Context: an optimization exercise on an open-source flow, tuned for small area. The choices shown serve that exercise and are no tape-out recipe.
Where RTL was checked, it was by simulation tests only, not by an equivalence proof against the original.
Power figures rest on the tool's default switching activity, not on a simulated workload.

==> inputs of run X <==
==> flow/design.v <==
module uart_recv (
  input  logic       clk,
  input  logic       rst,
  input  logic       signal,
  output logic [7:0] data,
  output logic       byteValid
);
localparam logic [3:0] START = 4'd15, STOP = 4'd8, IDLE = 4'd12;
logic [6:0] count;
logic [3:0] state;
wire idle = (state == IDLE);
wire sample = (!count[0] && !count[1] && !count[3] && !count[4] && !count[6]);
assign byteValid = (state == STOP) && sample && signal;
always_ff @(posedge clk) begin
  if (idle)
    count <= 7'b1011111;
  else if (sample)
    count <= 7'b1011101;
  else
    count <= {count[5:0], count[3] ^ count[6]};
  for (int i = 0; i < 8; i++)
    if (!state[3] && sample && state[2:0] == i)
      data[i] <= signal;
  if (rst)
    state <= IDLE;
  else if (idle) begin
    if (!signal)
      state <= START;
  end else if (sample) begin
    if (state == STOP || (state == START && signal))
      state <= IDLE;
    else
      state <= state + 4'd1;
  end
end
endmodule
module uart_send (
  input  logic       clk,
  input  logic       rst,
  input  logic [7:0] data,
  input  logic       send_trigger,
  output logic       signal
);
localparam logic [3:0] START = 4'd15, END = 4'd9, IDLE = 4'd10;
logic [6:0] count;
logic [3:0] state;
wire tick = (count[1] && count[2] && count[4] && count[5] && count[6]);
wire idle = (state == IDLE) || (state == END && (count[0] && count[1] && count[3] && count[4] && count[5]));
always_ff @(posedge clk) begin
  if (idle)
    count <= 7'b0111111;
  else if (tick)
    count <= 7'b1010010;
  else
    count <= {count[5:0], !(count[3] ^ count[6])};
  if (rst)
    signal <= 1'b1;
  else if (!idle && tick)
    signal <= state[3] ? (state != START) : data[state[2:0]];
  if (rst)
    state <= IDLE;
  else if (idle)
    state <= send_trigger ? START : IDLE;
  else if (tick)
    state <= state + 4'd1;
end
endmodule
module main (
	output logic tx,
	input logic rx,
	input logic clk,
	input logic rst,
	output logic led_red,
	output logic led_green
);
logic [7:0] data;
logic       byte_ok;
uart_recv recv (
	.clk(clk),
	.rst(rst),
	.signal(rx),
	.data(data),
	.byteValid(byte_ok)
);
uart_send send (
	.clk(clk),
	.rst(rst),
	.data(data),
	.send_trigger(byte_ok),
	.signal(tx)
);
assign led_red = rx;
assign led_green = tx;
endmodule
==> flow/flow/run.sh <==
#!/bin/bash
# Layout flow: the standard synthesis, then the combinational logic between
# the registers is mapped again by ABC for area (registers, their names and cell
# types are kept as the standard synthesis made them), then the standard
# layout from floorplan to finish. Ports are buffered with the smallest buffer.
set -euo pipefail
here=$(pwd)
R=$here/orfs/results/$FLOW_PLATFORM/main/base
LIB=$FLOW_HOME/platforms/$FLOW_PLATFORM/lib/sky130_fd_sc_hd__tt_025C_1v80.lib

bash standard.sh synth > synth.log 2>&1

# remap the combinational cells
python3 flow/libcomb.py $LIB comb_cells.v > libcomb.log 2>&1
DU=$(sed -n '/DONT_USE_CELLS += /,/^$/p' $FLOW_HOME/platforms/$FLOW_PLATFORM/config.mk | grep -oE "sky130_fd_sc_hd__[a-z0-9_]+" | sed 's/^/-dont_use /' | tr '\n' ' ')
cp $R/1_2_yosys.v std_synth.v
yosys -p "read_liberty -lib $LIB; read_verilog -overwrite comb_cells.v; read_verilog std_synth.v; hierarchy -top $FLOW_TOP; flatten; delete t:\$scopeinfo; techmap; opt -purge; abc -liberty $LIB $DU; read_liberty -lib -overwrite $LIB; opt_clean -purge; hilomap -singleton -hicell sky130_fd_sc_hd__conb_1 HI -locell sky130_fd_sc_hd__conb_1 LO; opt_clean -purge; check -assert -mapped; stat -liberty $LIB; write_verilog -noattr -nohex -nodec -selected remap.v" > remap.log 2>&1
cp remap.v $R/1_2_yosys.v
rm -f $R/1_synth.odb

CTS_BUF=${CTS_BUF:-sky130_fd_sc_hd__clkbuf_8}
bash standard.sh BUFFER_PORTS_ARGS="-buffer_cell sky130_fd_sc_hd__buf_1" \
  CTS_ARGS="-buf_list $CTS_BUF -root_buf $CTS_BUF -sink_clustering_enable -sink_clustering_size 40 -sink_clustering_max_diameter 500 -dont_use_dummy_load -repair_clock_nets" \
  finish > layout.log 2>&1
==> flow/flow/libcomb.py <==
#!/usr/bin/env python3
"""Write Verilog models of the combinational cells of a liberty file (function attributes)."""
import re, sys
t = open(sys.argv[1]).read()
out = []
for chunk in re.split(r'\n\s*cell\s*\(', t)[1:]:
    name = re.match(r'\s*"?([\w]+)"?\s*\)', chunk).group(1)
    if re.search(r'\b(ff|latch|statetable)\s*\(', chunk):
        continue
    pins = re.findall(r'pin\s*\(\s*"?(\w+)"?\s*\)\s*\{(.*?)\n\s{8}\}', chunk, re.S)
    if not pins:
        continue
    ins, outs = [], []
    ok = True
    for p, body in pins:
        d = re.search(r'direction\s*:\s*"?(\w+)"?', body)
        if not d:
            continue
        if d.group(1) == 'input':
            ins.append(p)
        elif d.group(1) == 'output':
            f = re.search(r'\bfunction\s*:\s*"([^"]*)"', body)
            if not f or re.search(r'three_state', body):
                ok = False
                break
            outs.append((p, f.group(1)))
    if not ok or not outs:
        continue
    def conv(e):
        e = e.replace('!', '~').replace('*', '&').replace('+', '|')
        e = re.sub(r'([\w\)])\s+(?=[\w~\(])', r'\1 & ', e)
        return e
    ports = ins + [o for o, _ in outs]
    s = f"module {name}({', '.join(ports)});\n"
    for i in ins: s += f"  input {i};\n"
    for o, f in outs: s += f"  output {o};\n  assign {o} = {conv(f)};\n"
    s += "endmodule\n"
    out.append(s)
open(sys.argv[2], 'w').write("".join(out))
print(len(out), "cells")
==> flow/standard.sh <==
#!/bin/bash
# synth_recipe.tcl (not shown) runs the flow's synth.tcl, then flattens the netlist and writes it again
# the make line also repeats each setting of config.mk as NAME=value (left out here)
make -C /OpenROAD-flow-scripts/flow DESIGN_CONFIG=/design/flow/config.mk WORK_HOME=/design/flow/orfs CLKGATE_MAP_FILE= SYNTH_SCRIPT=/design/flow/synth_recipe.tcl "${@:-finish}"
==> flow/config.mk <==
export PLATFORM = sky130hd
export DESIGN_NAME = main
export DESIGN_NICKNAME = main
export VERILOG_FILES = /design/flow/design.v
export SDC_FILE = /design/flow/constraint.sdc
export NUM_CORES = 4
export LEC_CHECK = 0
export CAP_MARGIN = 20
export CORE_MARGIN = 2
export CORE_UTILIZATION = 70
export SLEW_MARGIN = 20
==> flow/constraint.sdc <==
create_clock -name core_clock -period 10.0 [get_ports {clk}]
set_input_delay 2.0000 -clock core_clock [delete_from_list [all_inputs] [get_ports {clk}]]
set_output_delay 2.0000 -clock core_clock [all_outputs]
set_load 0.01 [all_outputs]
==> run A: changes against run X <==
--- a/flow/design.v
+++ b/flow/design.v
@@ -4,5 +4,5 @@
   input  logic       signal,
   output logic [7:0] data,
-  output logic       byteValid
+  output logic       dataReceivedFlag
 );
 localparam logic [3:0] START = 4'd15, STOP = 4'd8, IDLE = 4'd12;
@@ -11,5 +11,4 @@
 wire idle = (state == IDLE);
 wire sample = (!count[0] && !count[1] && !count[3] && !count[4] && !count[6]);
-assign byteValid = (state == STOP) && sample && signal;
 always_ff @(posedge clk) begin
   if (idle)
@@ -19,7 +18,7 @@
   else
     count <= {count[5:0], count[3] ^ count[6]};
-  for (int i = 0; i < 8; i++)
-    if (!state[3] && sample && state[2:0] == i)
-      data[i] <= signal;
+  if (!state[3] && sample)
+    data[state[2:0]] <= signal;
+  dataReceivedFlag <= !rst && (state == STOP) && sample && signal;
   if (rst)
     state <= IDLE;
@@ -46,8 +45,8 @@
 logic [3:0] state;
 wire tick = (count[1] && count[2] && count[4] && count[5] && count[6]);
-wire idle = (state == IDLE) || (state == END && (count[0] && count[1] && count[3] && count[4] && count[5]));
+wire idle = (state == IDLE) || (state == END && tick);
 always_ff @(posedge clk) begin
   if (idle)
-    count <= 7'b0111111;
+    count <= 7'b1111110;
   else if (tick)
     count <= 7'b1010010;
@@ -75,5 +74,5 @@
 );
 logic [7:0] data;
-logic       byte_ok;
+logic       flag;
 uart_recv recv (
 	.clk(clk),
@@ -81,5 +80,5 @@
 	.signal(rx),
 	.data(data),
-	.byteValid(byte_ok)
+	.dataReceivedFlag(flag)
 );
 uart_send send (
@@ -87,5 +86,5 @@
 	.rst(rst),
 	.data(data),
-	.send_trigger(byte_ok),
+	.send_trigger(flag),
 	.signal(tx)
 );
--- a/flow/flow/run.sh
+++ b/flow/flow/run.sh
@@ -19,6 +19,3 @@
 rm -f $R/1_synth.odb
 
-CTS_BUF=${CTS_BUF:-sky130_fd_sc_hd__clkbuf_8}
-bash standard.sh BUFFER_PORTS_ARGS="-buffer_cell sky130_fd_sc_hd__buf_1" \
-  CTS_ARGS="-buf_list $CTS_BUF -root_buf $CTS_BUF -sink_clustering_enable -sink_clustering_size 40 -sink_clustering_max_diameter 500 -dont_use_dummy_load -repair_clock_nets" \
-  finish > layout.log 2>&1
+bash standard.sh BUFFER_PORTS_ARGS="-buffer_cell sky130_fd_sc_hd__buf_1" finish > layout.log 2>&1
Settings changed: ABC_AREA set to 1.
==> impl_results.md <==
- Status: timing/DRC/antenna clean
- Sequential share of cell area: 0.497
- CP max FO: 8
- Pint: approximately 0.23 mW
- Chip width: around 48 um
- Power density cells: 238 nW/um2
- Final Power: roughly 0.34 mW
- Clock-cell share: 0.0509
- Buffering overhead: 0.0129
- Root cell of the clock tree: clkbuf_4
- Met3 usage: 0.0679
- Placed cell area: between 1000 and 1500 um2
- Seq_cells: 32
- Inverters: 3
# the run above: run A

==> impl_results.md <==
- Hold Slack: roughly 0.44 ns
- Maxcap violations: 0
- Seq_cells: 31
- Pint: between 0.2 and 0.25 mW
- Sequential share of cell area: 0.519
- Commonest non-fill, non-tap cell in the layout: dfxtp_1
- Power density cells: between 200 and 250 nW/um2
- Clock-cell share: 0.0510
- Buffering overhead: 0.0139
- Chip width: roughly 46 um
- Status: timing/DRC/antenna clean
- Final Power: 0.291 mW
- Pin count of the biggest net entering global routing: 14
# the run above: run X

Only the layout flow was run in run A; the RTL was not checked for function there.

[static timing again, ports no longer ideal]
No port has a modelled driver above. Below, the same layouts with a new extraction and two added sets of constraints.
Step 1 (the two cells are an assumption about what drives the block):
set clk [get_ports {clk}]
set_driving_cell -lib_cell sky130_fd_sc_hd__clkbuf_16 $clk
set_driving_cell -lib_cell sky130_fd_sc_hd__buf_2 [delete_from_list [all_inputs] $clk]
Step 2, shift: input delay + t, output delay - t, t = (earliest + latest rising clock arrival at the registers) / 2. This alone moves slack from input paths to output paths.
Three values: ideal ports, drivers, drivers and shift; two values: the first two.
| run | shift t [ns] | setup WS [ns] | hold slack, ns |
|---|---|---|---|
| run X | 0.294 | 5.453 / 5.431 / 5.431 | 0.438 / 0.438 / 0.438 |
| run A | 0.341 | 5.595 / 5.571 / 5.571 | 0.422 / 0.422 / 0.422 |
After both steps every run listed still meets setup and hold. The setup slack of run A, which loses most, moves by -0.024 ns with the drivers and by -0.024 ns with both steps.
